From an optimization exercise on the open Yosys and OpenROAD flow, aimed at small area and a short achievable clock period; shortcuts taken in it are not production practice.
Only simulation tests tie the RTL to the original design; equivalence was not proved.
Power figures rest on the tool's default switching activity, not on a simulated workload.

File: flow/config.mk
export PLATFORM = sky130hd
export DESIGN_NAME = conv
export DESIGN_NICKNAME = conv
export VERILOG_FILES = /design/flow/design.v
export SDC_FILE = /design/flow/constraint.sdc
export NUM_CORES = 4
export LEC_CHECK = 0
export CAP_MARGIN = 20
export CORE_MARGIN = 2
export CORE_UTILIZATION = 40
export SLEW_MARGIN = 20
File: flow/run.sh
#!/bin/bash
# synth_recipe.tcl (not shown) runs the flow's synth.tcl, then flattens the netlist and writes it again
# the make line also repeats each setting of config.mk as NAME=value (left out here)
make -C /OpenROAD-flow-scripts/flow DESIGN_CONFIG=/design/flow/config.mk WORK_HOME=/design/flow/orfs CLKGATE_MAP_FILE= SYNTH_SCRIPT=/design/flow/synth_recipe.tcl finish
File: flow/constraint.sdc
create_clock -name core_clock -period 11.0 [get_ports {clk}]
set_input_delay 2.2000 -clock core_clock [delete_from_list [all_inputs] [get_ports {clk}]]
set_output_delay 2.2000 -clock core_clock [all_outputs]
set_load 0.01 [all_outputs]
File: flow/design.v
`timescale 1ns / 1ps
module conv (
input [4:0] stride,
input  conv_enable, 
output reg [18:0] address1 , address2, write_address,
output reg end_reach, full_conv_end, dot_sum_end,
input clk,
input reset,
input [9:0] w1 ,h1,w2,h2,
output reg [9:0] width, height
  );
reg [9:0] H1_index_outer , V1_index_outer ;
reg [5:0]	v1_index_inner , h1_index_inner ;
reg dot_sum_start ;
always @ (posedge clk) begin	 
		if (reset) begin
			H1_index_outer = 0;
			V1_index_outer = 0;
			v1_index_inner = 0;
			h1_index_inner = 0;
			address1 = 0;
			address2 = 0;
			write_address = 0;
			end_reach = 0;
			dot_sum_end = 0;
			dot_sum_start = 1;
			full_conv_end = 0;
			width = 0;
			height = 0;
		end
		else if (conv_enable) begin
				if (dot_sum_start) begin
						v1_index_inner = 0;
						h1_index_inner = 0;
						dot_sum_start = 0;
						dot_sum_end =0;
				end	
				if (!full_conv_end) begin
					address1 = address1 + 2'b01;
					h1_index_inner = h1_index_inner + 2'b01 ;
					if (h1_index_inner == w2) begin			 
						v1_index_inner = v1_index_inner + 1;
						h1_index_inner = 6'b0;								
						address1 = (v1_index_inner + V1_index_outer )* w1 + H1_index_outer;
					end	
					if (v1_index_inner == h2) begin			 
						H1_index_outer = H1_index_outer + stride;
						address1 = V1_index_outer * w1 + H1_index_outer ;
						dot_sum_start = 1;
						dot_sum_end =1;
						v1_index_inner = 6'b0;
					end
					if ((H1_index_outer + w2) > w1	) begin		 
						width = H1_index_outer;
						dot_sum_start = 1;
						V1_index_outer = V1_index_outer + stride;
						H1_index_outer = 10'b0000000000;
						address1 = V1_index_outer * w1;
					end
					if (address1 == h1*w1 ) 		full_conv_end = 1;		 
					if ((address1 + 1) == h1*w1 ) 		height = V1_index_outer + 1;
					address2 = v1_index_inner*w2 + h1_index_inner;
					if (dot_sum_start)	write_address	= write_address + 1;
				end
		end
    end
endmodule 
==> results of run 1 <==
==> cells in the final DEF, fill, tap and decap left out, types with 18 or more instances in the layout <==
master and n:
mux2i_1 29, nand2_1 357, nand3_1 41, o21ai_0 55, xor2_1 77, ha_1 296
o21bai_1 28, fa_1 313, a22oi_1 18, a21oi_1 128, nor2_1 208, and2_1 238
nand2b_1 24, dfxtp_1 110, clkdlybuf4s50_1 123, a211oi_1 25, nor3_1 40, a21o_1 28
nor2b_1 19, inv_1 437, buf_4 113, xnor2_1 135
==> power groups by stage <==
| stage | logic (W) | clock network (W) | registers (W) |
|---|---|---|---|
| 2_1_floorplan | 0.00171 | 0 | 0.000450 |
| 3_3_place_gp | 0.00239 | 0 | 0.000454 |
| 3_5_place_dp | 0.00242 | 0 | 0.000455 |
| 4_1_cts | 0.00245 | 0.000360 | 0.000445 |
| 5_1_grt | 0.00275 | 0.000373 | 0.000448 |
| 6_report | 0.00245 | 0.000350 | 0.000445 |
==> synth_stat cells, drive strengths merged, types with 58 or more instances <==
master	count
fa	313
and2	239
a21oi	130
nor2	210
dfxtp	110
clkbuf	101
xor2	79
xnor2	137
ha	296
o21ai	58
inv	437
nand2	360
==> cells by family after synthesis <==
logic type	share of synthesized area
AOI/OAI and AO/OA	0.108
buffers and inverters	0.0908
other	0.000156
and+or+nand+nor	0.204
xor gates and xnor gates	0.0794
muxes	0.0134
DFF	0.0913
adders and majority gates	0.413
==> worst min-delay path: cells and delay by family, from the launching register on <==
kind,cells,cell delay (ps)
AND/OR/NAND/NOR,1,50
AO/OA/AOI/OAI,1,50
flip-flops,1,320
==> state kept, by name (all words and copies together) (netlist names), 6 cells and up <==
name / cells
width: 10
write_address: 19
V1_index_outer: 10
address2: 17
H1_index_outer: 10
address1: 19
h1_index_inner: 6
height: 10
v1_index_inner: 6
==> final cells by class <==
class | instances | area [sq um]
Tap cell | 782 | 978
Timing Repair Buffer | 240 | 2160
Multi-Input combinational cell | 2269 | 19800
Inverter | 437 | 1640
Sequential cell | 110 | 2200
Clock buffer | 9 | 225
Clock inverter | 7 | 65.1
Fill cell | 5922 | 32900
==> what timing repair did <==
action | 4_1_cts | 5_1_grt
gates resized for setup | 0 | 10
endpoints found under the setup margin | 0 | 10
hold buffers | 0 | 0
==> metal layers <==
metal / track usage / share of wire / up-vias / routed length, microns
met3: 0.0277 / 0.048 / 77 / 3530
met1: 0.322 / 0.44 / 10300 / 32800
li1: - / - / 9646 / -
met2: 0.421 / 0.49 / 545 / 36200
met4: 0.0577 / 0.020 / 0 / 1490
met5: 0 / 0 / - / 0
==> how the worst max path moves through the flow <==
stage / startpoint / endpoint / slack (ps)
after floorplan: w2[5] / height[0]$_SDFFE_PP0P_ / 920
after global placement: stride[0] / height[0]$_SDFFE_PP0P_ / 180
after detailed placement: stride[1] / height[6]$_SDFFE_PP0P_ / 60
after CTS: stride[1] / height[6]$_SDFFE_PP0P_ / 440
after global routing: stride[0] / height[8]$_SDFFE_PP0P_ / 80
final: stride[1] / height[6]$_SDFFE_PP0P_ / 550
==> metrics by stage <==
stage               worst slack, ps  cell area [sq um]
floorplan                       922              24100
CTS                             441              27000
finish                          555              27100
detailed placement             61.5              26700
global route                   76.6              27100
global placement                185              26700
==> flow_summary.yaml, run 1 <==
timing:
  setup-tns-final_ps: 0
  slew-limit-headroom: 0.355
  fmax_mhz: 95.7
  setup_viol: 0
  hold_slack_ps: 462
  drv_slew: 0
  layout_min_cycle_time_ps: 10450
  finalClockSkew_ps: 18.4
  worst_pin_slew_ps: 961
  min_period_over_period: 0.950
  hold_viol: 0
  rsz0062_at_grt: "false"
worst_hold_path:
  hp-class: "flop to flop"
  hold_start: "address2[9]$_SDFFE_PP0P_"
  whs_path_depth: 2
  whs_endpoint: "address2[9]$_SDFFE_PP0P_"
critical_path:
  cp.depth: 33
  worstReg2RegStart: "v1_index_inner[0]$_SDFFE_PP0P_"
  r2r_cells: 41
  cp-end-kind: "flop"
  crit_fanout: 10
  slowest_stage: "fa_1"
  cp.required_ps: 11270
  cpLargestDelayFamily: "adder cells"
  startpoint_type: "input port"
  cp_common_cell: "fa_1"
  r2r_setup_slack_ps: 700
  max_stage_delay_ps: 580
  cp.arrival_ps: 10720
  critical_path_class: "input port to flop"
  path_buf_inv: 4
  r2r_end: "height[6]$_SDFFE_PP0P_"
pwr:
  p_leak_nw: 12.9
  sequentialPowerShare: 0.137
  p_total_w: 0.00324
  comb_power_share: 0.755
  power_density_mw_per_mm2: 120
  p_switching_w: 0.00166
  clock_power_share: 0.108
  intPower_w: 0.00158
  switching_share: 0.513
  irDropWorstVdd_mv: 0.129
routing:
  dr.pass1.iters: 5
  vias: 20600
  routedWlPerCell_microns: 19.2
  first_iter_violations: 1253
  drc_errors: 0
  drt-vias-per-instance: 5.35
  drtAntennaViolNets: 0
  routed_wl_mm: 74.0
synth:
  ys_top_cells_by_area: "fa_1 26%, ha_1 15%, dfxtp_1 9.1%"
  synth_edf_count: 0
  async_flop_share: 0
  syn_area_sq_mm: 0.0241
  ys_warn_count: 1
  synth_seq_cells: 110
  yosys.area.top_type_share: 0.260
  synth_cell_types: 86
  yosys.area.top_type: "fa_1"
  syn_area_per_cell_sq_um: 8.21
  ys.flop_type: "dfxtp_1"
  synth_cells: 2938
  ys_seq_area_frac: 0.0913
die:
  die_w_microns: 250
  start_util: 0.402
  rows: 90
  die-area_sq_mm: 0.0623
  io_pins: 128
  die_h_microns: 250
  core_area_sq_mm: 0.0600
finish:
  layout-drive-gt1-share: 0.0596
  final_cells: 3854
  fin_nets: 3724
  area_growth_pct: 12.3
  num_antenna_cells: 0
  post-route-util: 0.451
placed_design:
  io_buffers: 124
  dp_hpwl_mm: 60.9
  gp_congestion: 0.929
  dp_cells: 3838
cts:
  postCtsSetupRepairBufs: 0
  clock-root-buffer: "clkbuf_16"
  clock_latency_ps: 410
  htree_levels: 3
  cts_tree: "yes"
  cts_buffers: 9
  cts.sinks: 110
  clk_path_buf_depth: 2
  clk_pin_slew_ps: 90
run:
  drv_cap: 0
global_routing:
  gr-usage-all-layers: 0.242
  grt_pass1_wl_mm: 119
  antenna_found_initial: 3
  grt_pass1_vias: 21200
  grt_max_degree: 77
  grt_remaining_overflow: 0
run_status:
  status: "complete, no violations"
==> inputs of run 2 (changes only) <==
==> flow/design.v (replaced) <==
`timescale 1ns / 1ps
module conv (
input [4:0] stride,
input  conv_enable,
output reg [18:0] address1 , address2, write_address,
output reg end_reach, full_conv_end, dot_sum_end,
input clk,
input reset,
input [9:0] w1 ,h1,w2,h2,
output reg [9:0] width, height
  );
reg [9:0]  H, V;            
reg [5:0]  vi, hi;          
reg [18:0] win_base;        
reg [18:0] nrb;             
wire        hi_wrap = ({4'b0, hi} + 10'd1) == w2;
wire [5:0]  vi1     = vi + 6'd1;
wire        win_end = hi_wrap && ({4'b0, vi1} == h2);
wire [9:0]  Hs      = H + {5'b0, stride};
wire        row_end = win_end && ((Hs + w2) > w1);
wire [5:0]  hi_n    = hi_wrap ? 6'd0 : hi + 6'd1;
wire [5:0]  vi_n    = hi_wrap ? (win_end ? 6'd0 : vi1) : vi;
wire [9:0]  H_n     = row_end ? 10'd0 : (win_end ? Hs : H);
wire [9:0]  V_n     = row_end ? V + {5'b0, stride} : V;
wire [18:0] wrap_val = address1 + {9'b0, w1 - w2 + 10'd1};
wire        cap     = hi_wrap && (H == 10'd0) && ({4'b0, vi1} == {5'b0, stride});
wire [18:0] nrb_cur = cap ? wrap_val : nrb;
wire [18:0] a1_n    = row_end ? nrb_cur :
                      win_end ? win_base + {14'b0, stride} :
                      hi_wrap ? wrap_val : address1 + 19'd1;
wire [9:0]  row_n   = V_n + {4'b0, vi_n};
wire        fce_n   = (row_n == h1) && (H_n == 10'd0) && (hi_n == 6'd0);
wire        hgt_n   = (row_n == h1 - 10'd1) && (H_n + {4'b0, hi_n} == w1 - 10'd1);
always @(posedge clk) begin
  if (reset) begin
    H <= 0; V <= 0; vi <= 0; hi <= 0;
    win_base <= 0; nrb <= 0;
    address1 <= 0; address2 <= 0; write_address <= 0;
    end_reach <= 0; dot_sum_end <= 0; full_conv_end <= 0;
    width <= 0; height <= 0;
  end else if (conv_enable) begin
    dot_sum_end <= 1'b0;
    if (!full_conv_end) begin
      hi <= hi_n; vi <= vi_n; H <= H_n; V <= V_n;
      nrb <= nrb_cur;
      address1 <= a1_n;
      if (win_end) win_base <= a1_n;
      address2 <= win_end ? 19'd0 : address2 + 19'd1;
      if (win_end) write_address <= write_address + 19'd1;
      dot_sum_end <= win_end;
      if (row_end) width <= Hs;
      if (fce_n) full_conv_end <= 1'b1;
      if (hgt_n) height <= V_n + 10'd1;
    end
  end
end
endmodule
==> flow_summary.yaml, run 2 <==
pwr:
  switching_share: 0.329
  intPower_w: 0.00103
  comb_power_share: 0.242
  p_leak_nw: 5.48
  p_switching_w: 0.000507
  clock_power_share: 0.394
  power_density_mw_per_mm2: 109
  sequentialPowerShare: 0.365
  irDropWorstVdd_mv: 0.0993
cts:
  clk_path_buf_depth: 2
  cts_buffers: 17
  clock_latency_ps: 450
  htree_levels: 4
  cts.sinks: 149
  clock-root-buffer: "clkbuf_16"
  postCtsSetupRepairBufs: 0
  ctsResizeCount: 0
  holdBufCountCts: 0
  clk_pin_slew_ps: 70
  cts_tree: "yes"
synth:
  ys.flop_type: "dfxtp_1"
  syn_area_sq_mm: 0.0120
  synth_commonest_cells: "170 x nand2_1, 163 x nor2_1, 149 x dfxtp_1, 127 x a21oi_1, 106 x xnor2_1"
  synth_edf_count: 0
  yosys.area.top_type_share: 0.249
  ys_top_cells_by_area: "dfxtp_1 25%, ha_1 8.4%, xnor2_1 7.8%"
  async_flop_share: 0
  ys_seq_area_frac: 0.249
  synth_cell_types: 69
  ys_warn_count: 1
  syn_area_per_cell_sq_um: 7.59
  synth_cells: 1578
  yosys.area.top_type: "dfxtp_1"
  synth_seq_cells: 149
  synth_most_common_cell: "nand2_1"
finish:
  register_area_sq_mm: 0.00298
  fill_cells: 2921
  final_cells: 2066
  fin_nets: 1799
  layout_commonest_cell: "nand2_1"
  area_growth_pct: 18.3
  final_cell_mix: "170 x nand2_1, 161 x nor2_1, 149 x dfxtp_1"
  num_antenna_cells: 0
  layout-drive-gt1-share: 0.0495
  multi_input_area_sq_mm: 0.00838
die:
  start_util: 0.405
  die_h_microns: 177
  io_pins: 128
  die_w_microns: 177
  rows: 63
  core_area_sq_mm: 0.0296
  die-area_sq_mm: 0.0313
critical_path:
  cpLargestDelayFamily: "compound AO/OA/AOI/OAI gates"
  worstReg2RegStart: "H[0]$_SDFFE_PP0P_"
  cp.arrival_ps: 10430
  cp-end-kind: "flop"
  max_stage_delay_ps: 640
  r2r_setup_slack_ps: 2900
  crit_fanout: 15
  startpoint_type: "input port"
  slowest_stage: "clkdlybuf4s50_1"
  cp.required_ps: 11330
  r2r_cells: 36
  path_buf_inv: 6
  critical_path_class: "input port to flop"
  r2r_end: "height[4]$_SDFFE_PP0P_"
run:
  drv_cap: 0
placed_design:
  gp_congestion: 0.943
  io_buffers: 126
  dp_hpwl_mm: 28.8
  dp_cells: 2034
routing:
  drc_errors: 0
  drt-vias-per-instance: 5.62
  drtAntennaViolNets: 0
  first_iter_violations: 837
  routedWlPerCell_microns: 18.8
  routed_wl_mm: 38.9
  dr.pass1.iters: 6
  vias: 11600
timing:
  drv_slew: 0
  finalClockSkew_ps: 17.3
  min_period_over_period: 0.918
  layout_min_cycle_time_ps: 10100
  setup-tns-final_ps: 0
  worst_pin_slew_ps: 915
  slew-limit-headroom: 0.387
  fmax_mhz: 99.0
  rsz0062_at_grt: "false"
  setup_viol: 0
  hold_viol: 0
run_status:
  status: "complete, no violations"
global_routing:
  grt_pass1_wl_mm: 60.1
  grt_remaining_overflow: 0
  antenna_found_initial: 0
  grt_max_degree: 70
  grt_pass1_vias: 10600
  gr-usage-all-layers: 0.247
worst_hold_path:
  whs_path_depth: 2
  whs_endpoint: "nrb[4]$_SDFFE_PP0P_"
  hp-class: "flop to flop"
  hold_start: "nrb[4]$_SDFFE_PP0P_"
## run 2: changes by cell type in the layout (fill, tap and decap cells not counted), moves of 15 or more
cell	before	now
and2_1	238	9
o21bai_1	28	13
nand2b_1	24	8
nand2_1	357	170
buf_4	113	24
dfxtp_1	110	149
a211oi_1	25	40
fa_1	313	8
a22oi_1	18	1
inv_1	437	78
ha_1	296	80
nor2_1	208	161
nand3_1	41	68
xnor2_1	135	106
## run 2: logic make-up after synthesis
logic type,share of synthesized area
DFF,0.249
adders and majority gates,0.0978
xor gates and xnor gates,0.134
other,0.000313
buffers and inverters,0.0530
muxes,0.0362
AOI/OAI and AO/OA,0.192
and+or+nand+nor,0.237
## run 2: worst register-to-register path: cells and delay by family (launching register included)
family,cells,cell delay [ps]
compound gates,15,2600
xor+xnor,3,510
fa+ha+maj,5,1680
buf+inv,5,780
flops,1,430
mux,2,670
simple gates,6,1330
## run 2: cell type report
class                   instances  area share
multi-input cells            1267       0.591
flip-flops and latches        149       0.211
repair buffers                149       0.101
well taps                     390      0.0344
clock buffers                  19      0.0313
inverters                      79      0.0209
clock inverters                13      0.0104
## run 2: metrics by stage
| stage | util | hold WS [ps] | power (W) | area [sq um] | setup slack, ps |
|---|---|---|---|---|---|
| 2_1_floorplan | - | 429 | 0.000818 | 12000 | 1710 |
| 3_3_place_gp | 0.459 | 437 | 0.000935 | 13600 | 776 |
| 3_5_place_dp | 0.459 | 444 | 0.000941 | 13600 | 585 |
| 4_1_cts | 0.479 | 453 | 0.00155 | 14200 | 1040 |
| 5_1_grt | 0.479 | 473 | 0.00161 | 14200 | 117 |
| 6_report | 0.479 | 451 | 0.00154 | 14200 | 903 |
## run 2: power groups by stage
stage | Clock (W) | Combinational, W | Sequential (W)
2_1_floorplan | 0 | 0.000251 | 0.000567
3_3_place_gp | 0 | 0.000360 | 0.000574
3_5_place_dp | 0 | 0.000366 | 0.000574
4_1_cts | 0.000620 | 0.000369 | 0.000562
5_1_grt | 0.000639 | 0.000409 | 0.000563
6_report | 0.000607 | 0.000372 | 0.000562
## run 2: worst max-delay path by stage
stage | from | endpoint | cells past startpoint
2_1_floorplan | stride[0] | height[3]$_SDFFE_PP0P_ | 38
3_3_place_gp | stride[0] | height[3]$_SDFFE_PP0P_ | 37
3_5_place_dp | stride[0] | height[8]$_SDFFE_PP0P_ | 39
4_1_cts | stride[0] | height[4]$_SDFFE_PP0P_ | 37
5_1_grt | stride[0] | height[4]$_SDFFE_PP0P_ | 37
6_report | stride[0] | height[4]$_SDFFE_PP0P_ | 37
## run 2: layer usage
metal / wire (microns) / global-route usage / vias up
met1: 17800 / 0.338 / 5431
met3: 2550 / 0.0380 / 54
met5: 0 / 0 / -
met4: 754 / 0.0713 / 0
li1: - / - / 5745
met2: 17800 / 0.401 / 386
==> inputs of run 3 (changes only) <==
==> flow/design.v (replaced) <==
`timescale 1ns / 1ps
module conv (
input [4:0] stride,
input  conv_enable,
output reg [18:0] address1 , address2, write_address,
output reg end_reach, full_conv_end, dot_sum_end,
input clk,
input reset,
input [9:0] w1 ,h1,w2,h2,
output reg [9:0] width, height
  );
reg [4:0]  sR;
reg [9:0]  K;        
reg [9:0]  h1m1;     
reg [9:0]  h1ms;     
reg        w2is1;    
always @(posedge clk) begin
  sR    <= stride;
  K     <= w1 - w2 + 10'd1;
  h1m1  <= h1 - 10'd1;
  h1ms  <= h1 - {5'b0, stride};
  w2is1 <= (w2 == 10'd1);
end
reg [5:0]  hc;              
reg [5:0]  vc;              
reg [9:0]  H, V;            
reg        Hz;              
reg [9:0]  R;               
reg [18:0] win_base;        
reg [18:0] nrb;             
wire        step    = conv_enable && !full_conv_end;
wire        wrap    = (hc == 6'd1);
wire        win_end = wrap && (vc == 6'd1);
wire [9:0]  Hs      = H + {5'b0, sR};
wire [9:0]  VS      = V + {5'b0, sR};
wire [9:0]  R1      = R + 10'd1;
wire        LC      = ({1'b0, Hs} >= {1'b0, K});
wire        row_end = win_end && LC;
wire [18:0] wrap_val = address1 + {9'b0, K};
wire        cap     = wrap && Hz && (R1 == VS);
wire [18:0] a1_n    = row_end ? (cap ? wrap_val : nrb) :
                      win_end ? win_base + {14'b0, sR} :
                      wrap    ? wrap_val : address1 + 19'd1;
wire        Hlast   = (H + 10'd1 == K);
wire        fce_n   = (wrap && !win_end && Hz && (R == h1m1)) ||
                      (row_end && (V == h1ms));
wire        hgt_n   = (hc == 6'd2 && Hlast && R == h1m1) ||
                      (wrap && !win_end && w2is1 && Hlast && R1 == h1m1) ||
                      (win_end && !LC && w2is1 && (Hs + 10'd1 == K) && V == h1m1) ||
                      (row_end && w2is1 && K == 10'd1 && V + 10'd1 == h1ms);
wire [9:0]  hgt_v   = (row_end ? VS : V) + 10'd1;
always @(posedge clk) begin
  if (reset) begin
    hc <= w2[5:0]; vc <= h2[5:0];
    H <= 0; V <= 0; R <= 0; Hz <= 1'b1;
    win_base <= 0;
    address1 <= 0; address2 <= 0; write_address <= 0;
    end_reach <= 0; dot_sum_end <= 0; full_conv_end <= 0;
    width <= 0; height <= 0;
  end else if (conv_enable) begin
    dot_sum_end <= step && win_end;
    if (step) begin
      hc <= wrap ? w2[5:0] : hc - 6'd1;
      if (win_end) vc <= h2[5:0];
      else if (wrap) vc <= vc - 6'd1;
      if (row_end) begin
        H <= 0; Hz <= 1'b1; V <= VS; R <= VS;
      end else if (win_end) begin
        H <= Hs; Hz <= 1'b0; R <= V;
      end else if (wrap) begin
        R <= R1;
      end
      address1 <= a1_n;
      if (win_end) win_base <= a1_n;
      address2 <= win_end ? 19'd0 : address2 + 19'd1;
      if (win_end) write_address <= write_address + 19'd1;
      if (row_end) width <= Hs;
      if (fce_n) full_conv_end <= 1'b1;
      if (hgt_n) height <= hgt_v;
    end
  end
end
always @(posedge clk) begin
  if (cap) nrb <= wrap_val;
end
endmodule
--- a/flow/config.mk
+++ b/flow/config.mk
@@ -5,7 +5,9 @@
 export SDC_FILE = /design/flow/constraint.sdc
 export NUM_CORES = 4
 export LEC_CHECK = 0
+export ABC_CLOCK_PERIOD_IN_PS = 2500
 export CAP_MARGIN = 20
 export CORE_MARGIN = 2
 export CORE_UTILIZATION = 40
+export SETUP_SLACK_MARGIN = 5
 export SLEW_MARGIN = 20
==> flow_summary.yaml, run 3 <==
cts:
  holdBufCountCts: 0
  clk_pin_slew_ps: 80
  postCtsSetupRepairBufs: 0
  cts.sinks: 196
  ctsResizeCount: 0
  cts_buffers: 17
  htree_levels: 4
  cts_tree: "yes"
  clock-root-buffer: "clkbuf_16"
  clk_path_buf_depth: 2
  clock_latency_ps: 450
synth:
  synth_cells: 1546
  async_flop_share: 0
  ys_warn_count: 1
  synth_commonest_cells: "184 x dfxtp_1, 150 x nand2_1, 148 x nor2_1, 111 x xnor2_1, 107 x xor2_1"
  ys_seq_area_frac: 0.314
  ys.flop_type: "dfxtp_1"
  synth_most_common_cell: "dfxtp_1"
  syn_area_per_cell_sq_um: 8.34
  synth_seq_cells: 196
  synth_edf_count: 12
  yosys.area.top_type_share: 0.286
  ys_top_cells_by_area: "dfxtp_1 29%, xnor2_1 7.5%, xor2_1 7.3%"
  yosys.area.top_type: "dfxtp_1"
  synth_cell_types: 99
  syn_area_sq_mm: 0.0129
pwr:
  intPower_w: 0.00125
  p_switching_w: 0.000538
  power_density_mw_per_mm2: 119
  irDropWorstVdd_mv: 0.113
  switching_share: 0.301
  p_total_w: 0.00178
  comb_power_share: 0.165
  p_leak_nw: 5.75
  sequentialPowerShare: 0.447
  clock_power_share: 0.389
finish:
  post-route-util: 0.473
  layout_commonest_cell: "dfxtp_1"
  fin_nets: 1745
  layout-drive-gt1-share: 0.0618
  num_antenna_cells: 0
  final_cell_mix: "184 x dfxtp_1, 150 x nand2_1, 147 x nor2_1"
  area_growth_pct: 16.2
critical_path:
  r2r_cells: 14
  cp-end-kind: "flop"
  worstReg2RegStart: "sR[1]$_DFF_P_"
  r2r_end: "V[7]$_SDFFE_PP0P_"
  critical_path_class: "flop to flop"
  crit_fanout: 23
  cp.arrival_ps: 5750
  r2r_setup_slack_ps: 5630
  crit_path_start: "sR[1]$_DFF_P_"
  startpoint_type: "flop"
  cp.required_ps: 11380
timing:
  rsz0062_at_grt: "false"
  fmax_mhz: 186
  hold_viol: 0
  worst_pin_slew_ps: 1090
  setup-tns-final_ps: 0
  hold_slack_ps: 449
  setup_viol: 0
  slew-limit-headroom: 0.272
  drv_slew: 0
  layout_min_cycle_time_ps: 5370
  finalClockSkew_ps: 14.0
  min_period_over_period: 0.488
die:
  die-area_sq_mm: 0.0337
  core_area_sq_mm: 0.0316
  io_pins: 128
  rows: 65
  die_w_microns: 183
  die_h_microns: 183
  start_util: 0.407
routing:
  first_iter_violations: 863
  drtAntennaViolNets: 0
  drt-vias-per-instance: 5.57
  routed_wl_mm: 37.5
  vias: 11400
  routedWlPerCell_microns: 18.4
  drc_errors: 0
  dr.pass1.iters: 5
global_routing:
  antenna_found_initial: 0
  grt_pass1_wl_mm: 59.0
  gr-usage-all-layers: 0.223
  grt_max_degree: 74
  grt_pass1_vias: 10700
  grt_remaining_overflow: 0
worst_hold_path:
  whs_endpoint: "nrb[1]$_DFF_P_"
  hp-class: "flop to flop"
  whs_path_depth: 2
  hold_start: "nrb[1]$_DFF_P_"
placed_design:
  io_buffers: 122
  dp_hpwl_mm: 27.5
  gp_congestion: 0.872
run_status:
  status: "complete, no violations"
run:
  drv_cap: 0
==> run 3: critical path, cell delays in order, from the launching register on <==
cell	delay [ps]
dfxtp_1	570
inv_1	220
fa_1	510
nand2b_1	210
a21oi_1	220
o211ai_1	160
xnor2_1	470
ha_1	260
o21ai_0	100
o21ai_0	200
a21oi_2	120
nor2_1	710
nand2_1	820
or3_1	560
a21oi_1	150
==> run 3: power groups by stage <==
stage / logic [W] / registers [W] / clock network (W)
2_1_floorplan: 0.000211 / 0.000791 / 0
3_3_place_gp: 0.000285 / 0.000811 / 0
3_5_place_dp: 0.000290 / 0.000811 / 0
4_1_cts: 0.000292 / 0.000795 / 0.000703
5_1_grt: 0.000327 / 0.000800 / 0.000735
6_report: 0.000294 / 0.000796 / 0.000693
==> run 3: how the worst max path moves through the flow <==
stage	to	slack [ps]	cells past startpoint
6_report	V[7]$_SDFFE_PP0P_	5630	14
5_1_grt	V[8]$_SDFFE_PP0P_	5340	14
4_1_cts	V[7]$_SDFFE_PP0P_	5700	14
3_5_place_dp	V[7]$_SDFFE_PP0P_	5710	14
3_3_place_gp	V[8]$_SDFFE_PP0P_	5710	14
2_1_floorplan	height[7]$_SDFFE_PP0P_	6880	18
==> run 3: final cells by class <==
| type | count | area, sq um |
|---|---|---|
| Sequential cell | 196 | 4040 |
| Clock buffer | 17 | 425 |
| Timing Repair Buffer | 131 | 1290 |
| Clock inverter | 15 | 206 |
| Tap cell | 402 | 503 |
| Inverter | 61 | 229 |
| Fill cell | 3010 | 16700 |
| Multi-Input combinational cell | 1214 | 8280 |
==> run 3: logic make-up (layout without fill, tap and decap cells) <==
kind of cell,count (synthesis),in the layout,synth area share
adder cells (fa/ha/maj),76,76,0.0773
multiplexers,17,17,0.0145
AND/OR/NAND/NOR,565,565,0.222
other,1,1,0.000291
AO/OA/AOI/OAI,331,331,0.169
buffers and inverters,136,224,0.0452
XOR/XNOR,224,224,0.158
flip-flops,196,196,0.314
==> run 3: metal layers <==
layer,share of wire,vias to the layer above,GRT usage,routed length (microns)
met5,0,-,0,0
met4,0.017,0,0.0618,653
met3,0.043,38,0.0335,1610
met2,0.47,299,0.374,17700
met1,0.47,5411,0.299,17500
li1,-,5602,-,-
==> run 3: per-stage QoR <==
step | area [sq um] | cells | setup WS, ps
floorplan | 12900 | 1546 | 6880
global placement | 14300 | 2004 | 5710
detailed placement | 14300 | 2004 | 5710
CTS | 15000 | 2036 | 5700
global route | 15000 | 2036 | 5340
finish | 15000 | 2036 | 5630
==> inputs of run 4 (changes only) <==
==> flow/config.mk (replaced) <==
export PLATFORM = sky130hd
export DESIGN_NAME = conv
export DESIGN_NICKNAME = conv
export VERILOG_FILES = /design/flow/design.v
export SDC_FILE = /design/flow/constraint.sdc
export NUM_CORES = 4
export LEC_CHECK = 0
export CAP_MARGIN = 20
export CORE_MARGIN = 2
export CORE_UTILIZATION = 40
export SLEW_MARGIN = 20
==> flow_summary.yaml, run 4 <==
timing:
  drv_slew: 0
  layout_min_cycle_time_ps: 5370
  setup_viol: 0
  worst_pin_slew_ps: 1090
  rsz0062_at_grt: "false"
  hold_viol: 0
  slew-limit-headroom: 0.272
  min_period_over_period: 0.488
  fmax_mhz: 186
  setup_slack_ps: 5630
  finalClockSkew_ps: 14.0
  setup-tns-final_ps: 0
finish:
  area_growth_pct: 16.2
  layout_commonest_cell: "dfxtp_1"
  layout-drive-gt1-share: 0.0618
  num_antenna_cells: 0
  final_cell_mix: "184 x dfxtp_1, 150 x nand2_1, 147 x nor2_1"
  fin_nets: 1745
critical_path:
  crit_fanout: 23
  cp.arrival_ps: 5750
  slowest_stage: "nand2_1"
  cpLargestDelayFamily: "simple AND/OR/NAND/NOR gates"
  critical_path_class: "flop to flop"
  crit_path_cell_trace: "inv_1, fa_1, nand2b_1, a21oi_1, o211ai_1, xnor2_1, ha_1, o21ai_0, o21ai_0, a21oi_2, nor2_1, nand2_1, or3_1, a21oi_1"
  startpoint_type: "flop"
  cp-end-kind: "flop"
  path_buf_inv: 1
  cp.required_ps: 11380
  max_stage_delay_ps: 820
placed_design:
  dp_hpwl_mm: 27.5
  gp_congestion: 0.872
  post-place-ws_ps: 5710
  io_buffers: 122
die:
  io_pins: 128
  die-area_sq_mm: 0.0337
  rows: 65
  die_w_microns: 183
  core_area_sq_mm: 0.0316
  die_h_microns: 183
  start_util: 0.407
routing:
  drc_errors: 0
  routedWlPerCell_microns: 18.4
  drtAntennaViolNets: 0
  route.met2.wl_mm: 17.7
  vias: 11400
  dr.pass1.iters: 5
  drt-vias-per-instance: 5.57
  drt-met1-wl_mm: 17.5
  first_iter_violations: 863
  routed_wl_mm: 37.5
  met3WireLength_mm: 1.61
  top_layer_used: "met4"
synth:
  yosys.area.top_type_share: 0.286
  synth_commonest_cells: "184 x dfxtp_1, 150 x nand2_1, 148 x nor2_1, 111 x xnor2_1, 107 x xor2_1"
  syn_area_sq_mm: 0.0129
  ys_seq_area_frac: 0.314
  synth_cell_types: 99
  async_flop_share: 0
  syn_area_per_cell_sq_um: 8.34
  synth_edf_count: 12
  yosys.area.top_type: "dfxtp_1"
  synth_seq_cells: 196
  synth_cells: 1546
  ys.flop_type: "dfxtp_1"
  ys_warn_count: 1
  synth_most_common_cell: "dfxtp_1"
  ys_top_cells_by_area: "dfxtp_1 29%, xnor2_1 7.5%, xor2_1 7.3%"
cts:
  holdBufCountCts: 0
  htree_levels: 4
  postCtsSetupRepairBufs: 0
  ctsResizeCount: 0
  clk_pin_slew_ps: 80
  cts.sinks: 196
  cts_buffers: 17
  clk_path_buf_depth: 2
  cts_tree: "yes"
  clock_latency_ps: 450
  clock-root-buffer: "clkbuf_16"
global_routing:
  gr-usage-all-layers: 0.223
  grt_max_degree: 74
  antenna_found_initial: 0
  grt_pass1_vias: 10700
  grt_pass1_wl_mm: 59.0
  grt_remaining_overflow: 0
worst_hold_path:
  hp-class: "flop to flop"
pwr:
  power_density_mw_per_mm2: 119
  p_leak_nw: 5.75
  irDropWorstVdd_mv: 0.113
run:
  drv_cap: 0
run_status:
  status: "complete, no violations"
==> run 4: cell counts after synthesis <==
Identical to the previous run, type by type.
==> run 4: area by class of cell <==
class                           instances  area, sq um
Clock buffer                           17          425
Sequential cell                       196         4040
Tap cell                              402          503
Clock inverter                         15          206
Multi-Input combinational cell       1214         8280
Timing Repair Buffer                  131         1290
Fill cell                            3010        16700
Inverter                               61          229
==> run 4: layer usage <==
layer  up-vias  track usage
met1      5411        0.299
met3        38       0.0335
met2       299        0.374
met5         -            0
met4         0       0.0618
li1       5602            -
==> run 4: cells by family (layout without fill, tap and decap cells) <==
family / count (synthesis) / after routing / share of synthesized area
adders and majority gates: 76 / 76 / 0.0773
muxes: 17 / 17 / 0.0145
AOI/OAI and AO/OA: 331 / 331 / 0.169
xor gates and xnor gates: 224 / 224 / 0.158
and+or+nand+nor: 565 / 565 / 0.222
DFF: 196 / 196 / 0.314
buffers and inverters: 136 / 224 / 0.0452
other: 1 / 1 / 0.000291
==> run 4: power breakdown <==
group,leakage [nW],switching (W),internal (W),total [W]
clock network,0.310,0.000323,0.000370,0.000693
logic,3.82,0.000166,0.000128,0.000294
registers,1.62,0.0000487,0.000748,0.000796
==> run 4: final timing paths <==
kind | from | endpoint | slack (ps) | cells after the start
hold / removal | nrb[1]$_DFF_P_ | nrb[1]$_DFF_P_ | 450 | 2
setup / recovery | sR[1]$_DFF_P_ | V[7]$_SDFFE_PP0P_ | 5630 | 14
hold reg to reg | nrb[1]$_DFF_P_ | nrb[1]$_DFF_P_ | 450 | 2
setup reg to reg | sR[1]$_DFF_P_ | V[7]$_SDFFE_PP0P_ | 5630 | 14
==> run 4: worst min-delay path, delay by kind of cell (launching register included) <==
family,cells,cell delay (ps)
and+or+nand+nor,2,110
DFF,1,310
==> run 4: through the flow <==
stage	instance area (sq um)	hold WS [ps]	power [W]	std cells	utilization
final	15000	449	0.00178	2036	0.473
after global routing	15000	478	0.00186	2036	0.473
after CTS	15000	449	0.00179	2036	0.473
after detailed placement	14300	429	0.00110	2004	0.453
after global placement	14300	420	0.00110	2004	0.453
after floorplan	12900	410	0.00100	1546	-
==> inputs of run 5 (changes only) <==
==> flow/design.v (replaced) <==
`timescale 1ns / 1ps
module conv (
input [4:0] stride,
input  conv_enable,
output reg [18:0] address1,
output [18:0] address2,
output reg [18:0] write_address,
output end_reach,
output reg full_conv_end, dot_sum_end,
input clk,
input reset,
input [9:0] w1 ,h1,w2,h2,
output reg [9:0] width, height
  );
reg [4:0]  sR;
reg [9:0]  K;         
reg        K1;        
reg        w2is1;     
reg [5:0]  h2m1;      
reg [6:0]  h2m1ms;    
reg [5:0]  CS;        
always @(posedge clk) begin
  sR     <= stride;
  K      <= w1 - w2 + 10'd1;
  K1     <= (w1 == w2);
  w2is1  <= (w2 == 10'd1);
  h2m1   <= h2[5:0] - 6'd1;
  h2m1ms <= {1'b0, h2[5:0]} - 7'd1 - {2'b0, stride};
  CS     <= h2[5:0] + 6'd1 - {1'b0, stride};
end
reg [5:0]  hc;              
reg [5:0]  vc;              
reg [9:0]  P;               
reg        Hz;              
reg        HL;              
reg [9:0]  RL;              
reg [9:0]  Vp1;             
reg [18:0] nxt_win;         
reg [18:0] nrb;             
reg [11:0] a2;              
assign end_reach = 1'b0;
assign address2 = {7'b0, a2};
wire        step    = conv_enable && !full_conv_end;
wire        wrap    = (hc == 6'd1);
wire        win_end = wrap && (vc == 6'd1);
wire        LC      = (P >= K);
wire        row_end = win_end && LC;
wire [18:0] wrap_val = address1 + {9'b0, K};
wire        cap     = wrap && Hz && (vc == CS);
wire [18:0] nrb_cur = cap ? wrap_val : nrb;
wire [18:0] a1_n    = row_end ? nrb_cur :
                      win_end ? nxt_win :
                      address1 + (wrap ? {9'b0, K} : 19'd1);
wire [9:0]  RL_d    = row_end ? {{3{h2m1ms[6]}}, h2m1ms} :
                      win_end ? {4'b0, h2m1} :
                      wrap    ? 10'h3ff : 10'd0;
wire [9:0]  RL_n    = RL + RL_d;
wire        Hz_n    = row_end || (Hz && !win_end);
wire        HL_n    = row_end ? K1 : win_end ? (P + 10'd1 == K) : HL;
wire        fce_n   = (RL_n == 10'd0) && wrap && Hz_n;
wire        hgt_n   = (RL_n == 10'd1) && HL_n && (wrap ? w2is1 : (hc == 6'd2));
wire [9:0]  Vp1_n   = row_end ? Vp1 + {5'b0, sR} : Vp1;
always @(posedge clk) begin
  if (reset) begin
    hc <= w2[5:0]; vc <= h2[5:0];
    P <= {5'b0, stride}; Hz <= 1'b1; HL <= (w1 == w2);
    RL <= h1; Vp1 <= 10'd1;
    nxt_win <= {14'b0, stride};
    address1 <= 0; a2 <= 0; write_address <= 0;
    dot_sum_end <= 0; full_conv_end <= 0;
    width <= 0; height <= 0;
  end else if (conv_enable) begin
    dot_sum_end <= step && win_end;
    if (step) begin
      hc <= wrap ? w2[5:0] : hc - 6'd1;
      if (win_end) vc <= h2[5:0];
      else if (wrap) vc <= vc - 6'd1;
      if (row_end) P <= {5'b0, sR};
      else if (win_end) P <= P + {5'b0, sR};
      Hz <= Hz_n; HL <= HL_n;
      RL <= RL_n; Vp1 <= Vp1_n;
      address1 <= a1_n;
      if (win_end) nxt_win <= a1_n + {14'b0, sR};
      a2 <= win_end ? 12'd0 : a2 + 12'd1;
      if (win_end) write_address <= write_address + 19'd1;
      if (row_end) width <= P;
      if (fce_n) full_conv_end <= 1'b1;
      if (hgt_n) height <= Vp1_n;
    end
  end
end
always @(posedge clk) begin
  if (cap) nrb <= wrap_val;
end
endmodule
--- a/flow/config.mk
+++ b/flow/config.mk
@@ -8,4 +8,5 @@
 export CAP_MARGIN = 20
 export CORE_MARGIN = 2
 export CORE_UTILIZATION = 40
+export SETUP_SLACK_MARGIN = 5
 export SLEW_MARGIN = 20
==> flow_summary.yaml, run 5 <==
routing:
  first_iter_violations: 684
  dr.pass1.iters: 7
  drtAntennaViolNets: 0
  routedWlPerCell_microns: 16.5
  vias: 10100
  drc_errors: 0
  drt-vias-per-instance: 5.35
  routed_wl_mm: 31.1
die:
  die-area_sq_mm: 0.0308
  die_w_microns: 175
  io_pins: 128
  rows: 62
  core_area_sq_mm: 0.0289
  start_util: 0.408
  die_h_microns: 175
synth:
  synth_seq_cells: 189
  synth_cells: 1397
  async_flop_share: 0
  syn_area_sq_mm: 0.0118
  ys_top_cells_by_area: "dfxtp_1 27%, ha_1 9.7%, edfxtp_1 8.4%"
  synth_most_common_cell: "dfxtp_1"
  syn_area_per_cell_sq_um: 8.42
  yosys.area.top_type_share: 0.265
  ys_warn_count: 1
  synth_edf_count: 33
  yosys.area.top_type: "dfxtp_1"
  synth_cell_types: 76
  ys.flop_type: "dfxtp_1"
  ys_seq_area_frac: 0.350
  synth_commonest_cells: "156 x dfxtp_1, 155 x nor2_1, 150 x nand2_1, 100 x a21oi_1, 91 x ha_1"
critical_path:
  max_stage_delay_ps: 630
  critical_path_class: "flop to flop"
  crit_path_cell_trace: "or4_4, or2_0, buf_4, nor2_1, ha_1, a21o_1, a311oi_1, o211ai_1, a21oi_1, mux2_2, a211oi_1, nand4b_1, or3_4, or4_1, a31oi_1"
  cp-end-kind: "flop"
  cp.arrival_ps: 5930
  cpLargestDelayFamily: "simple AND/OR/NAND/NOR gates"
  slowest_stage: "or4_4"
  startpoint_type: "flop"
  crit_fanout: 16
  path_buf_inv: 1
  cp.required_ps: 11360
timing:
  setup_viol: 0
  worst_pin_slew_ps: 983
  hold_viol: 0
  rsz0062_at_grt: "false"
  fmax_mhz: 180
  setup-tns-final_ps: 0
  hold_slack_ps: 455
  finalClockSkew_ps: 13.2
  setup_slack_ps: 5430
  min_period_over_period: 0.506
  drv_slew: 0
  layout_min_cycle_time_ps: 5570
  slew-limit-headroom: 0.344
placed_design:
  dp_hpwl_mm: 23.1
  gp_congestion: 0.861
  io_buffers: 115
  post-place-ws_ps: 4260
  place_area_sq_mm: 0.0132
pwr:
  power_density_mw_per_mm2: 128
  irDropWorstVdd_mv: 0.0711
  p_switching_w: 0.000536
  intPower_w: 0.00123
  sequentialPowerShare: 0.449
  clock_power_share: 0.340
  p_leak_nw: 5.48
  comb_power_share: 0.212
  switching_share: 0.304
run_status:
  status: "complete, no violations"
cts:
  cts_buffers: 17
  cts.sinks: 189
  clk_path_buf_depth: 2
  cts_tree: "yes"
  holdBufCountCts: 0
  clock-root-buffer: "clkbuf_16"
  clk_pin_slew_ps: 80
  htree_levels: 4
  clock_latency_ps: 440
finish:
  final_area_sq_mm: 0.0138
  num_antenna_cells: 0
  post-route-util: 0.479
  fill_cells: 2819
  layout-drive-gt1-share: 0.0526
  final_cell_mix: "156 x dfxtp_1, 154 x nor2_1, 150 x nand2_1"
  area_growth_pct: 17.5
  fin_nets: 1639
  layout_commonest_cell: "dfxtp_1"
global_routing:
  antenna_found_initial: 0
  gr-usage-all-layers: 0.205
  grt_pass1_vias: 9794
  grt_max_degree: 74
  grt_pass1_wl_mm: 50.5
  grt_remaining_overflow: 0
worst_hold_path:
  hp-class: "flop to flop"
run:
  drv_cap: 0
-- run 5: changes by cell type in the layout (fill, tap and decap cells not counted), sizes merged, moves of 13 or more --
cell,before,now
ha,70,91
o21ai,86,69
dfxtp,184,156
edfxtp,12,33
nor4,20,5
nand3,59,38
xor2,107,62
inv,71,91
xnor2,114,62
a21o,8,21
-- run 5: cell type report --
class	instances	area [sq um]	share of cell area
inverters	85	319	0.0231
multi-input cells	1067	7110	0.514
flip-flops and latches	189	4110	0.298
clock inverters	11	110	0.00796
clock buffers	20	437	0.0316
repair buffers	129	1250	0.0907
well taps	384	480	0.0348
-- run 5: timing repair --
action,CTS,global route
setup endpoints to repair,10,10
buffers inserted,3,0
pin swaps,1,0
gates resized for setup,0,5
-- run 5: through the flow --
step | power [W] | cells
2_1_floorplan | 0.00106 | 1404
3_3_place_gp | 0.00117 | 1851
3_5_place_dp | 0.00117 | 1851
4_1_cts | 0.00177 | 1885
5_1_grt | 0.00186 | 1885
6_report | 0.00176 | 1885
-- run 5: final timing paths --
check	start	to	slack (ps)	depth (start not counted)
setup reg to reg	hc[2]$_DFFE_PP_	nxt_win[18]$_SDFFE_PP0P_	5430	15
hold reg to reg	nrb[9]$_DFF_P_	nrb[9]$_DFF_P_	450	2
hold / removal	nrb[9]$_DFF_P_	nrb[9]$_DFF_P_	450	2
setup / recovery	hc[2]$_DFFE_PP_	nxt_win[18]$_SDFFE_PP0P_	5430	15
-- run 5: metal layers --
layer,wire length [microns],vias to the layer above,part of all wire,GRT usage
li1,-,5041,-,-
met1,14700,4782,0.47,0.274
met2,14400,221,0.46,0.341
met3,1330,46,0.043,0.0314
met4,637,0,0.020,0.0627
met5,0,-,0,0
-- run 5: power groups by stage --
stage	Combinational (W)	Clock [W]	Sequential, W
2_1_floorplan	0.000271	0	0.000793
3_3_place_gp	0.000360	0	0.000807
3_5_place_dp	0.000368	0	0.000807
4_1_cts	0.000371	0.000612	0.000792
5_1_grt	0.000419	0.000640	0.000797
6_report	0.000374	0.000599	0.000791
-- run 5: worst min-delay path, cell delays in order (launching register included) --
cell and delay (ps):
dfxtp_1 310, nand2_1 50, o21ai_0 60
-- run 5: cells by family (layout without fill, tap and decap cells) --
group	count (synthesis)	in the layout	synth area share
other cells	1	8	0.000319
xor+xnor	124	124	0.0923
simple gates	497	497	0.200
compound gates	311	311	0.169
mux	25	25	0.0225
buf+inv	148	245	0.0503
flops	189	189	0.350
fa+ha+maj	102	102	0.116
==> inputs of run 6 (changes only) <==
--- a/flow/config.mk
+++ b/flow/config.mk
@@ -8,5 +8,4 @@
 export CAP_MARGIN = 20
 export CORE_MARGIN = 2
 export CORE_UTILIZATION = 40
-export SETUP_SLACK_MARGIN = 5
 export SLEW_MARGIN = 20
==> flow_summary.yaml, run 6 <==
timing:
  setup-tns-final_ps: 0
  finalClockSkew_ps: 12.5
  setup_viol: 0
  rsz0062_at_grt: "false"
  hold_slack_ps: 454
  min_period_over_period: 0.612
  setup_slack_ps: 4270
  worst_pin_slew_ps: 975
  drv_slew: 0
  slew-limit-headroom: 0.349
  layout_min_cycle_time_ps: 6730
  fmax_mhz: 149
  hold_viol: 0
global_routing:
  grt_pass1_wl_mm: 50.5
  antenna_found_initial: 0
  gr-usage-all-layers: 0.205
  grt_pass1_vias: 9780
  grt_remaining_overflow: 0
  grt_max_degree: 74
pwr:
  p_total_w: 0.00176
  sequentialPowerShare: 0.450
  switching_share: 0.303
  irDropWorstVdd_mv: 0.0708
  p_leak_nw: 5.46
  p_switching_w: 0.000533
  clock_power_share: 0.339
  power_density_mw_per_mm2: 128
  comb_power_share: 0.211
  intPower_w: 0.00123
die:
  die-area_sq_mm: 0.0308
  start_util: 0.408
  rows: 62
  die_w_microns: 175
  io_pins: 128
  core_area_sq_mm: 0.0289
  die_h_microns: 175
finish:
  layout_commonest_cell: "dfxtp_1"
  fin_nets: 1636
  fill_cells: 2825
  num_antenna_cells: 0
  layout-drive-gt1-share: 0.0487
  area_growth_pct: 17.2
  final_cell_mix: "156 x dfxtp_1, 154 x nor2_1, 150 x nand2_1"
  final_area_sq_mm: 0.0138
critical_path:
  max_stage_delay_ps: 860
  cp-end-kind: "flop"
  startpoint_type: "flop"
  crit_path_cell_trace: "inv_1, ha_1, nand2b_1, a211oi_1, o211a_1, buf_4, mux2i_1, a21oi_1, ha_1, a21o_1, a21oi_1, o21ai_0, a2111oi_0, o41ai_1, or3_1, a2111oi_0, nand4_1, or3_1, a21oi_1"
  cp.required_ps: 11360
  cp_common_cell: "a21oi_1"
  slowest_stage: "nand4_1"
  cp.arrival_ps: 7090
  crit_fanout: 22
  critical_path_class: "flop to flop"
  r2r_cells: 19
cts:
  holdBufCountCts: 0
  cts_tree: "yes"
  htree_levels: 4
  cts.sinks: 189
  clk_path_buf_depth: 2
  clock_latency_ps: 440
  clock-root-buffer: "clkbuf_16"
  clk_pin_slew_ps: 70
  postCtsSetupRepairBufs: 0
  ctsResizeCount: 0
  cts_buffers: 17
routing:
  routedWlPerCell_microns: 16.5
  drt-vias-per-instance: 5.35
  drc_errors: 0
  first_iter_violations: 746
  routed_wl_mm: 31.0
  dr.pass1.iters: 5
  vias: 10100
  drtAntennaViolNets: 0
worst_hold_path:
  hp-class: "flop to flop"
  whs_path_depth: 2
run:
  drv_cap: 0
synth:
  synth_edf_count: 33
  syn_area_sq_mm: 0.0118
  synth_cell_types: 76
  yosys.area.top_type_share: 0.265
  ys_top_cells_by_area: "dfxtp_1 27%, ha_1 9.7%, edfxtp_1 8.4%"
  synth_commonest_cells: "156 x dfxtp_1, 155 x nor2_1, 150 x nand2_1, 100 x a21oi_1, 91 x ha_1"
  async_flop_share: 0
  ys_warn_count: 1
  ys.flop_type: "dfxtp_1"
  synth_most_common_cell: "dfxtp_1"
  syn_area_per_cell_sq_um: 8.42
  synth_seq_cells: 189
  synth_cells: 1397
  yosys.area.top_type: "dfxtp_1"
  ys_seq_area_frac: 0.350
placed_design:
  post-place-ws_ps: 4260
  dp_hpwl_mm: 23.1
  gp_congestion: 0.861
  io_buffers: 115
  place_area_sq_mm: 0.0132
run_status:
  status: "complete, no violations"
run 6: changes by cell type in the layout (fill, tap and decap cells not counted), sizes merged:
cell | before | now
buf | 15 | 12
run 6: worst paths after layout:
path	startpoint	to	slack (ps)
worst max-delay path	P[0]$_DFFE_PP_	height[0]$_SDFFE_PP0P_	4270
worst min-delay path	nrb[3]$_DFF_P_	nrb[3]$_DFF_P_	450
worst max register to register	P[0]$_DFFE_PP_	height[0]$_SDFFE_PP0P_	4270
worst min register to register	nrb[3]$_DFF_P_	nrb[3]$_DFF_P_	450
run 6: metrics by stage:
stage / std cells / util
2_1_floorplan: 1404 / -
3_3_place_gp: 1851 / 0.459
3_5_place_dp: 1851 / 0.459
4_1_cts: 1882 / 0.478
5_1_grt: 1882 / 0.478
6_report: 1882 / 0.478
run 6: power by group through the flow:
stage | combinational (W) | clock, W | sequential [W]
finish | 0.000371 | 0.000597 | 0.000791
floorplan | 0.000271 | 0 | 0.000793
detailed placement | 0.000368 | 0 | 0.000807
global route | 0.000417 | 0.000640 | 0.000797
global placement | 0.000360 | 0 | 0.000807
CTS | 0.000371 | 0.000612 | 0.000792
run 6: cells by family (layout without fill, tap and decap cells):
group,Yosys count,after routing,share of synthesized area
AND/OR/NAND/NOR,497,497,0.200
AO/OA/AOI/OAI,311,311,0.169
flip-flops,189,189,0.350
buffers and inverters,148,242,0.0503
XOR/XNOR,124,124,0.0923
adder cells (fa/ha/maj),102,102,0.116
multiplexers,25,25,0.0225
other,1,8,0.000319
run 6: worst max-delay path: cells and delay by family, from the launching register on:
family                     cells  cell delay, ps
DFF                            1             490
adders and majority gates      2             590
and+or+nand+nor                4            2030
muxes                          1             230
buffers and inverters          2             410
AOI/OAI and AO/OA             10            2890
run 6: final cells by class:
| cell class | instances | area, sq um | area share |
|---|---|---|---|
| well taps | 384 | 480 | 0.0349 |
| inverters | 85 | 319 | 0.0231 |
| multi-input cells | 1067 | 7090 | 0.515 |
| flip-flops and latches | 189 | 4110 | 0.298 |
| repair buffers | 126 | 1230 | 0.0893 |
| clock buffers | 20 | 437 | 0.0317 |
| clock inverters | 11 | 110 | 0.00799 |
run 6: layer usage:
metal | wire, microns | track usage
met1 | 14700 | 0.275
met2 | 14300 | 0.340
met4 | 643 | 0.0623
met3 | 1280 | 0.0312
met5 | 0 | 0
==> inputs of run 7 (changes only) <==
==> flow/flow/run.sh (new file) <==
#!/bin/bash
set -euo pipefail
cd "$(dirname "$0")/.."
bash standard.sh SETUP_SLACK_MARGIN=8 finish > flow_make.log 2>&1
==> flow/standard.sh (new file) <==
#!/bin/bash
# synth_recipe.tcl (not shown) runs the flow's synth.tcl, then flattens the netlist and writes it again
# the make line also repeats each setting of config.mk as NAME=value (left out here)
make -C /OpenROAD-flow-scripts/flow DESIGN_CONFIG=/design/flow/config.mk WORK_HOME=/design/flow/orfs CLKGATE_MAP_FILE= SYNTH_SCRIPT=/design/flow/synth_recipe.tcl "${@:-finish}"
removed: flow/run.sh
==> flow_summary.yaml, run 7 <==
synth:
  ys_top_cells_by_area: "dfxtp_1 27%, ha_1 9.7%, edfxtp_1 8.4%"
  synth_edf_count: 33
  ys.flop_type: "dfxtp_1"
  synth_cell_types: 76
  synth_seq_cells: 189
  yosys.area.top_type: "dfxtp_1"
  synth_most_common_cell: "dfxtp_1"
  synth_commonest_cells: "156 x dfxtp_1, 155 x nor2_1, 150 x nand2_1, 100 x a21oi_1, 91 x ha_1"
  async_flop_share: 0
  yosys.area.top_type_share: 0.265
  syn_area_per_cell_sq_um: 8.42
  synth_cells: 1397
  syn_area_sq_mm: 0.0118
  ys_warn_count: 1
  ys_seq_area_frac: 0.350
routing:
  first_iter_violations: 830
  routedWlPerCell_microns: 18.3
  drt-vias-per-instance: 5.38
  vias: 11400
  drtAntennaViolNets: 0
  routed_wl_mm: 38.9
  dr.pass1.iters: 7
  drc_errors: 0
critical_path:
  critical_path_class: "flop to flop"
  max_stage_delay_ps: 470
  cpLargestDelayFamily: "compound AO/OA/AOI/OAI gates"
  r2r_cells: 20
  worstReg2RegStart: "P[3]$_DFFE_PP_"
  r2r_setup_slack_ps: 6420
  cp.required_ps: 11370
  cp_common_cell: "buf_4"
  r2r_end: "height[0]$_SDFFE_PP0P_"
  path_buf_inv: 5
  crit_path_cell_trace: "ha_4, buf_4, a41o_1, nand2_2, o211ai_1, buf_4, buf_4, nand2_1, a31oi_1, ha_1, inv_1, o21ai_2, a2111oi_4, o41ai_2, or3_4, a2111oi_4, nand4_1, buf_6, or3_1, a21oi_1"
  slowest_stage: "edfxtp_1"
  startpoint_type: "flop"
  cp-end-kind: "flop"
  crit_fanout: 9
  cp.arrival_ps: 4950
global_routing:
  antenna_found_initial: 0
  gr-usage-all-layers: 0.245
  grt_remaining_overflow: 0
  grt_max_degree: 44
  grt_pass1_wl_mm: 59.0
  grt_pass1_vias: 11000
timing:
  setup-tns-final_ps: 0
  slew-limit-headroom: 0.469
  finalClockSkew_ps: 12.9
  worst_pin_slew_ps: 788
  setup_viol: 0
  min_period_over_period: 0.417
  fmax_mhz: 218
  rsz0062_at_grt: "true"
  hold_viol: 0
  drv_slew: 0
  hold_slack_ps: 454
  layout_min_cycle_time_ps: 4580
cts:
  cts_tree: "yes"
  clock_latency_ps: 440
  clk_path_buf_depth: 2
  holdBufCountCts: 0
  cts_buffers: 17
  clk_pin_slew_ps: 70
  clock-root-buffer: "clkbuf_16"
  cts.sinks: 189
  htree_levels: 4
placed_design:
  gp_congestion: 0.849
  io_buffers: 115
  dp_hpwl_mm: 23.6
die:
  die_h_microns: 175
  die_w_microns: 175
  core_area_sq_mm: 0.0289
  rows: 62
  die-area_sq_mm: 0.0308
  start_util: 0.408
  io_pins: 128
finish:
  fill_cells: 2426
  final_cell_mix: "193 x buf_4, 139 x nand2_1, 130 x nor2_1"
  area_growth_pct: 51.5
  fin_nets: 1879
  layout-drive-gt1-share: 0.421
  post-route-util: 0.618
  num_antenna_cells: 0
  layout_commonest_cell: "buf_4"
  multi_input_area_sq_mm: 0.00860
  register_area_sq_mm: 0.00429
pwr:
  power_density_mw_per_mm2: 111
  p_total_w: 0.00198
  irDropWorstVdd_mv: 0.105
  p_leak_nw: 7.31
worst_hold_path:
  hp-class: "flop to flop"
  hold_start: "nrb[9]$_DFF_P_"
  whs_path_depth: 2
  whs_endpoint: "nrb[9]$_DFF_P_"
run:
  drv_cap: 0
run_status:
  status: "complete, no violations"
==> run 7: cell count changes in the layout (fill, tap and decap cells not counted), moves of 37 or more <==
| cell | previous run | this run |
|---|---|---|
| ha_1 | 91 | 52 |
| dfxtp_1 | 156 | 73 |
| buf_6 | 0 | 122 |
| buf_4 | 12 | 193 |
| ha_4 | 0 | 37 |
| dfxtp_2 | 0 | 54 |
| clkdlybuf4s50_1 | 114 | 11 |
==> run 7: worst max-delay path by stage <==
stage / slack, ps / from / end / cells past startpoint
final: 6420 / P[3]$_DFFE_PP_ / height[0]$_SDFFE_PP0P_ / 20
after detailed placement: 5360 / P[4]$_DFFE_PP_ / height[0]$_SDFFE_PP0P_ / 17
after global routing: 6200 / P[3]$_DFFE_PP_ / height[5]$_SDFFE_PP0P_ / 21
after global placement: 5430 / P[0]$_DFFE_PP_ / height[0]$_SDFFE_PP0P_ / 18
after floorplan: 6470 / hc[3]$_DFFE_PP_ / nxt_win[18]$_SDFFE_PP0P_ / 18
after CTS: 6550 / P[3]$_DFFE_PP_ / height[0]$_SDFFE_PP0P_ / 19
==> run 7: power breakdown <==
group	leakage, nW	internal, W	total, W	switching (W)
clock network	0.272	0.000320	0.000620	0.000300
logic	5.39	0.000274	0.000570	0.000296
registers	1.65	0.000750	0.000787	0.0000367
==> run 7: metrics by stage <==
step | std cells | cell area, sq um | setup WS, ps
after CTS | 2070 | 17000 | 6550
final | 2126 | 17800 | 6420
after global routing | 2126 | 17800 | 6200
after detailed placement | 1850 | 13900 | 5360
after global placement | 1850 | 13900 | 5430
after floorplan | 1404 | 12700 | 6470
==> run 7: layout make-up <==
type | count | area share
tap | 384 | 0.0270
multi-input combinational | 1069 | 0.483
inverter | 85 | 0.0211
clock inverter | 12 | 0.00723
sequential | 189 | 0.241
clock buffer | 20 | 0.0245
timing repair buffer | 367 | 0.197
==> run 7: worst register-to-register path: cells and delay by family, from the launching register on <==
family | cells | cell delay, ps
AOI/OAI and AO/OA | 8 | 1670
adders and majority gates | 2 | 600
buffers and inverters | 5 | 770
DFF | 1 | 470
and+or+nand+nor | 5 | 1000
==> run 7: kinds of logic (layout without fill, tap and decap cells) <==
| family | count (synthesis) | after routing | share of synthesized area |
|---|---|---|---|
| simple gates | 497 | 499 | 0.200 |
| compound gates | 311 | 311 | 0.169 |
| flops | 189 | 189 | 0.350 |
| buf+inv | 148 | 484 | 0.0503 |
| xor+xnor | 124 | 124 | 0.0923 |
| fa+ha+maj | 102 | 102 | 0.116 |
| mux | 25 | 25 | 0.0225 |
| other cells | 1 | 8 | 0.000319 |
==> run 7: routing by layer <==
metal,vias to the layer above,track usage,part of all wire
li1,5527,-,-
met1,5478,0.317,0.44
met2,358,0.408,0.48
met3,71,0.0472,0.053
met4,0,0.0868,0.028
met5,-,0,0
==> run 7: timing repair <==
item,CTS,global route
pin swaps,101,80
resized for setup,762,103
setup endpoints to repair,263,176
setup buffers,184,55
cloned,4,1

static timing again, ports no longer ideal:
In the flow no input, the clock included, has a driving cell. The finished layouts below were timed again as built, in two steps. Step 1 assumes that a clkbuf_16 drives the clock port and a buf_2 every other input. Step 2, shift: input delay + t, output delay - t, t = (earliest + latest rising clock arrival at the registers) / 2. This alone moves slack from input paths to output paths. a / b / c = ideal / step 1 / step 2; a / b = the first two.
| run | shift t [ns] | slack for setup (ns) | pins driven straight from the clock port |
|---|---|---|---|
| run 1 | 0.456 | 0.555 / 0.570 / 0.114 | 1 |
| run 2 | 0.492 | 0.903 / 0.936 / 0.444 | 1 |
| run 3 | 0.496 | 5.632 / 5.632 / 5.632 | 1 |
| run 4 | 0.496 | 5.632 / 5.632 / 5.632 | 1 |
| run 5 | 0.483 | 5.432 / 5.432 / 5.432 | 1 |
| run 6 | 0.478 | 4.268 / 4.268 / 4.268 | 1 |
| run 7 | 0.485 | 6.416 / 6.416 / 6.416 | 1 |
After both steps every run listed still meets setup and hold. For run 2, which loses most, drivers alone change the setup slack by +0.033 ns; drivers and shift together by -0.459 ns.
